Background: an optimization exercise with open tools, aiming at small area, a short achievable clock period and few clock cycles per item. Do not read the settings as production practice.
RTL that was checked went through simulation tests only; none was proved equivalent to the original.

==> v20: inputs <==
## fft8
module fft8 #(
    parameter integer WIDTH = 16
)(
    input  logic                   clk,
    input  logic                   rst,
    input  logic                   in_valid,
    output logic                   in_ready,
    input  logic [8*WIDTH-1:0]     in_re_flat,
    input  logic [8*WIDTH-1:0]     in_im_flat,
    output logic                   out_valid,
    output logic [8*WIDTH-1:0]     out_re_flat,
    output logic [8*WIDTH-1:0]     out_im_flat
);
    localparam integer NREG = 6;
    logic [NREG-1:0] vld;
    always_ff @(posedge clk or posedge rst) begin
        if (rst) begin
            vld      <= '0;
            in_ready <= 1'b0;
        end else begin
            vld      <= {vld[NREG-2:0], in_valid & in_ready};
            in_ready <= 1'b1;
        end
    end
    assign out_valid = vld[NREG-1];
    logic signed [15:0] x_re [0:7], x_im [0:7];
    always_ff @(posedge clk)
        for (int i = 0; i < 8; i++) begin
            x_re[i] <= in_re_flat[16*i +: 16];
            x_im[i] <= in_im_flat[16*i +: 16];
        end
    logic [15:0] a_re_c [0:7], a_im_c [0:7];
    for (genvar k = 0; k < 4; k++) begin : g_s1
        fft8_bf u_re (.a(x_re[k]), .b(x_re[k+4]), .s(a_re_c[k]), .d(a_re_c[k+4]));
        fft8_bf u_im (.a(x_im[k]), .b(x_im[k+4]), .s(a_im_c[k]), .d(a_im_c[k+4]));
    end
    logic signed [15:0] a_re [0:7], a_im [0:7];
    always_ff @(posedge clk)
        for (int k = 0; k < 8; k++) begin
            a_re[k] <= a_re_c[k];
            a_im[k] <= a_im_c[k];
        end
    logic [15:0] b_re_c [0:7], b_im_c [0:7];
    fft8_bf u_b0r (.a(a_re[0]), .b(a_re[2]), .s(b_re_c[0]), .d(b_re_c[2]));
    fft8_bf u_b0i (.a(a_im[0]), .b(a_im[2]), .s(b_im_c[0]), .d(b_im_c[2]));
    fft8_bf u_b4r (.a(a_re[1]), .b(a_re[3]), .s(b_re_c[4]), .d(b_re_c[6]));
    fft8_bf u_b4i (.a(a_im[1]), .b(a_im[3]), .s(b_im_c[4]), .d(b_im_c[6]));
    fft8_bf u_b1r (.a(a_re[4]), .b(a_im[6]), .s(b_re_c[1]), .d(b_re_c[3]));
    fft8_bf u_b1i (.a(a_im[4]), .b(a_re[6]), .s(b_im_c[3]), .d(b_im_c[1]));
    fft8_bf u_b5r (.a(a_re[5]), .b(a_im[7]), .s(b_re_c[5]), .d(b_re_c[7]));
  ...
==> flow/config.mk <==
export PLATFORM = sky130hd
export DESIGN_NAME = fft8
export DESIGN_NICKNAME = fft8
export VERILOG_FILES = /design/flow/design.v
export SDC_FILE = /design/flow/constraint.sdc
export NUM_CORES = 4
export LEC_CHECK = 0
export CAP_MARGIN = 20
export CORE_MARGIN = 2
export CORE_UTILIZATION = 40
export CTS_CLUSTER_DIAMETER = 90
export CTS_CLUSTER_SIZE = 25
export PLACE_DENSITY = 0.6
export SLEW_MARGIN = 20
==> flow/constraint.sdc <==
create_clock -name core_clock -period 11.0 [get_ports {clk}]
set_input_delay 2.2000 -clock core_clock [delete_from_list [all_inputs] [get_ports {clk}]]
set_output_delay 2.2000 -clock core_clock [all_outputs]
set_load 0.01 [all_outputs]
standard.sh (not shown) runs the stock make flow with config.mk's settings and CLKGATE_MAP_FILE= SYNTH_SCRIPT=/design/flow/synth_recipe.tcl, a recipe that flattens the netlist after the stock synthesis.
==> flow/flow/run.sh <==
#!/bin/bash
# The standard layout, with the port buffers made of sky130_fd_sc_hd__buf_2
# instead of the flow's default pick, and timing repair asked to leave 7.7 ns
# of setup slack.  make's output goes to standard.log; each ORFS step keeps
# its own log under orfs/logs/.
set -euo pipefail
bash standard.sh "BUFFER_PORTS_ARGS=-buffer_cell sky130_fd_sc_hd__buf_2" SETUP_SLACK_MARGIN=7.7 finish > standard.log 2>&1
==> inputs of v6, as changes to v20 <==
--- a/flow/design.v
+++ b/flow/design.v
@@ -84,31 +84,31 @@
     output logic                   in_ready,
     input  logic [8*WIDTH-1:0]     in_re_flat,
     input  logic [8*WIDTH-1:0]     in_im_flat,
     output logic                   out_valid,
     output logic [8*WIDTH-1:0]     out_re_flat,
     output logic [8*WIDTH-1:0]     out_im_flat
 );
-    localparam integer NREG = 6;
+    localparam integer NREG = 5;
     logic [NREG-1:0] vld;
     always_ff @(posedge clk or posedge rst) begin
         if (rst) begin
             vld      <= '0;
             in_ready <= 1'b0;
         end else begin
             vld      <= {vld[NREG-2:0], in_valid & in_ready};
             in_ready <= 1'b1;
         end
     end
     assign out_valid = vld[NREG-1];
     logic signed [15:0] x_re [0:7], x_im [0:7];
-    always_ff @(posedge clk)
+    always_comb
         for (int i = 0; i < 8; i++) begin
-            x_re[i] <= in_re_flat[16*i +: 16];
-            x_im[i] <= in_im_flat[16*i +: 16];
+            x_re[i] = in_re_flat[16*i +: 16];
+            x_im[i] = in_im_flat[16*i +: 16];
         end
     logic [15:0] a_re_c [0:7], a_im_c [0:7];
     for (genvar k = 0; k < 4; k++) begin : g_s1
         fft8_bf u_re (.a(x_re[k]), .b(x_re[k+4]), .s(a_re_c[k]), .d(a_re_c[k+4]));
         fft8_bf u_im (.a(x_im[k]), .b(x_im[k+4]), .s(a_im_c[k]), .d(a_im_c[k+4]));
     end
     logic signed [15:0] a_re [0:7], a_im [0:7];
==> flow/flow/run.sh (replaced) <==
#!/bin/bash
# The standard layout, with the port buffers made of sky130_fd_sc_hd__buf_2
# instead of the flow's default pick, and timing repair asked to leave 7.6 ns
# of setup slack.  make's output goes to standard.log; each ORFS step keeps
# its own log under orfs/logs/.
set -euo pipefail
bash standard.sh "BUFFER_PORTS_ARGS=-buffer_cell sky130_fd_sc_hd__buf_2" SETUP_SLACK_MARGIN=7.6 finish > standard.log 2>&1
==> flow/config.mk (replaced) <==
export PLATFORM = sky130hd
export DESIGN_NAME = fft8
export DESIGN_NICKNAME = fft8
export VERILOG_FILES = /design/flow/design.v
export SDC_FILE = /design/flow/constraint.sdc
export NUM_CORES = 4
export LEC_CHECK = 0
export CAP_MARGIN = 20
export CORE_MARGIN = 2
export CORE_UTILIZATION = 40
export CTS_CLUSTER_DIAMETER = 100
export CTS_CLUSTER_SIZE = 30
export PLACE_DENSITY = 0.6
export SLEW_MARGIN = 20
==> inputs of v9, as changes to v20 <==
--- a/flow/design.v
+++ b/flow/design.v
@@ -84,31 +84,31 @@
     output logic                   in_ready,
     input  logic [8*WIDTH-1:0]     in_re_flat,
     input  logic [8*WIDTH-1:0]     in_im_flat,
     output logic                   out_valid,
     output logic [8*WIDTH-1:0]     out_re_flat,
     output logic [8*WIDTH-1:0]     out_im_flat
 );
-    localparam integer NREG = 6;
+    localparam integer NREG = 5;
     logic [NREG-1:0] vld;
     always_ff @(posedge clk or posedge rst) begin
         if (rst) begin
             vld      <= '0;
             in_ready <= 1'b0;
         end else begin
             vld      <= {vld[NREG-2:0], in_valid & in_ready};
             in_ready <= 1'b1;
         end
     end
     assign out_valid = vld[NREG-1];
     logic signed [15:0] x_re [0:7], x_im [0:7];
-    always_ff @(posedge clk)
+    always_comb
         for (int i = 0; i < 8; i++) begin
-            x_re[i] <= in_re_flat[16*i +: 16];
-            x_im[i] <= in_im_flat[16*i +: 16];
+            x_re[i] = in_re_flat[16*i +: 16];
+            x_im[i] = in_im_flat[16*i +: 16];
         end
     logic [15:0] a_re_c [0:7], a_im_c [0:7];
     for (genvar k = 0; k < 4; k++) begin : g_s1
         fft8_bf u_re (.a(x_re[k]), .b(x_re[k+4]), .s(a_re_c[k]), .d(a_re_c[k+4]));
         fft8_bf u_im (.a(x_im[k]), .b(x_im[k+4]), .s(a_im_c[k]), .d(a_im_c[k+4]));
     end
     logic signed [15:0] a_re [0:7], a_im [0:7];
==> flow/flow/run.sh (replaced) <==
#!/bin/bash
# The standard layout, with the port buffers made of sky130_fd_sc_hd__buf_2
# instead of the flow's default pick, and timing repair asked to leave 7.6 ns
# of setup slack.  make's output goes to standard.log; each ORFS step keeps
# its own log under orfs/logs/.
set -euo pipefail
bash standard.sh "BUFFER_PORTS_ARGS=-buffer_cell sky130_fd_sc_hd__buf_2" SETUP_SLACK_MARGIN=7.6 finish > standard.log 2>&1
==> flow/config.mk (replaced) <==
export PLATFORM = sky130hd
export DESIGN_NAME = fft8
export DESIGN_NICKNAME = fft8
export VERILOG_FILES = /design/flow/design.v
export SDC_FILE = /design/flow/constraint.sdc
export NUM_CORES = 4
export LEC_CHECK = 0
export CAP_MARGIN = 20
export CORE_MARGIN = 2
export CORE_UTILIZATION = 40
export PLACE_DENSITY = 0.6
export SLEW_MARGIN = 20
==> notes.md <==
----------------------------------------------------
[Outcome]
  Status ... complete, no violations

[Route]
  Detailed-route via count ... 44.3k
  Routed met1 length ... 76600 µm

[Floorplanning]
  Row Count ... 150
  Height of the die ... 414 µm

[STA]
  Worst Tran Pin Value ... 0.969 ns

[Synth]
  Register bit total from synthesis ... 1321
  Post-Synth XOR/XNOR Area ... 0.0888

[Final layout]
  Clock distribution area overhead in the final layout ... 0.0654
  Antenna fix cells ... 32
  Logic inverters ... 900

[GRT]
  Total global-route track usage ... 0.211

[Setup path]
  Delay of the slowest cell on the worst path ... 0.34 ns
  Crit. path cell count ... 13

[CTS]
  # resized after CTS ... 306

----------------------------------------------------
[end of results for v9]
==> notes.md <==
----------------------------------------------------
[Setup path]
  Delay of the slowest cell on the worst path ... 0.36 ns
  Crit. path cell count ... 13

[Final layout]
  Antenna fix cells ... 29
  Ratio of cells with drive above 1 in the final layout ... 0.176
  Clock distribution area overhead in the final layout ... 0.0247
  Logic inverters ... 900

[Floorplanning]
  Height of the die ... 414 µm

[Route]
  Routed met1 length ... 76200 µm
  Detailed-route via count ... 43.5k

[CTS]
  # resized after CTS ... 319
  Clock slew at reported path FFs ... 0.12 ns

[Outcome]
  Status ... complete, no violations

[Placed design]
  Buffers on Ports ... 516

[Synth]
  Post-Synth XOR/XNOR Area ... 0.0888
  Register bit total from synthesis ... 1321

[GRT]
  Total global-route track usage ... 0.206

[STA]
  Worst Tran Pin Value ... 0.919 ns

----------------------------------------------------
[end of results for v6]
==> notes.md <==
----------------------------------------------------
[Synth]
  Register bit total from synthesis ... 1578
  Post-Synth XOR/XNOR Area ... 0.0801
  Yosys warning total ... 74

[Route]
  DR WL met3 ... 5860 µm
  Iteration-0 DRC count of the detailed router ... 1869
  Routed met1 length ... 78300 µm
  Detailed-route via count ... 43.8k

[Outcome]
  Status ... complete, no violations

[Final layout]
  Final Cell Area ... 80900 µm²
  Logic inverters ... 837
  Antenna fix cells ... 10

[GRT]
  Total global-route track usage ... 0.194

[Setup path]
  Crit. path cell count ... 1
  Delay of the slowest cell on the worst path ... 0.37 ns

[Floorplanning]
  Height of the die ... 427 µm
  Row Count ... 155

----------------------------------------------------
[end of results for v20]
Testbench counts of v20, summed over its fixed seeds: cycles 2,096, items 2,048.
Function not checked in v6 and v9: the RTL went through the layout flow alone.

## static timing again, ports no longer ideal
In the flow no input, the clock included, has a driving cell. The finished layouts below were timed again as built, in two steps.
Step 1: set_driving_cell puts a clkbuf_16 on clk and a buf_2 on each other input, an assumption about the parent block.
Step 2, shift: input delay + t, output delay - t, t = (earliest + latest rising clock arrival at the registers) / 2. This alone moves slack from input paths to output paths.
Three values: no drivers, after step 1, after step 2; two values: the first two.
| run | t (ns) | slack for setup (ns) | hold WS [ns] | worst setup path after step 2 | worst data-port slew with drivers (ns) |
|---|---|---|---|---|---|
| v20 | 0.835 | 7.536 / 7.449 / 7.697 | 0.320 / 0.320 / 0.320 | register to register | 0.09 |
| v6 | 0.793 | 7.237 / 7.256 / 6.462 | 0.313 / 0.313 / 0.313 | input to register | 0.22 |
| v9 | 0.883 | 7.290 / 7.314 / 6.430 | 0.309 / 0.309 / 0.309 | input to register | 0.23 |
After both steps setup and hold are still met in every run listed. For v9, which loses most, drivers alone change the setup slack by +0.024 ns; drivers and shift together by -0.860 ns.
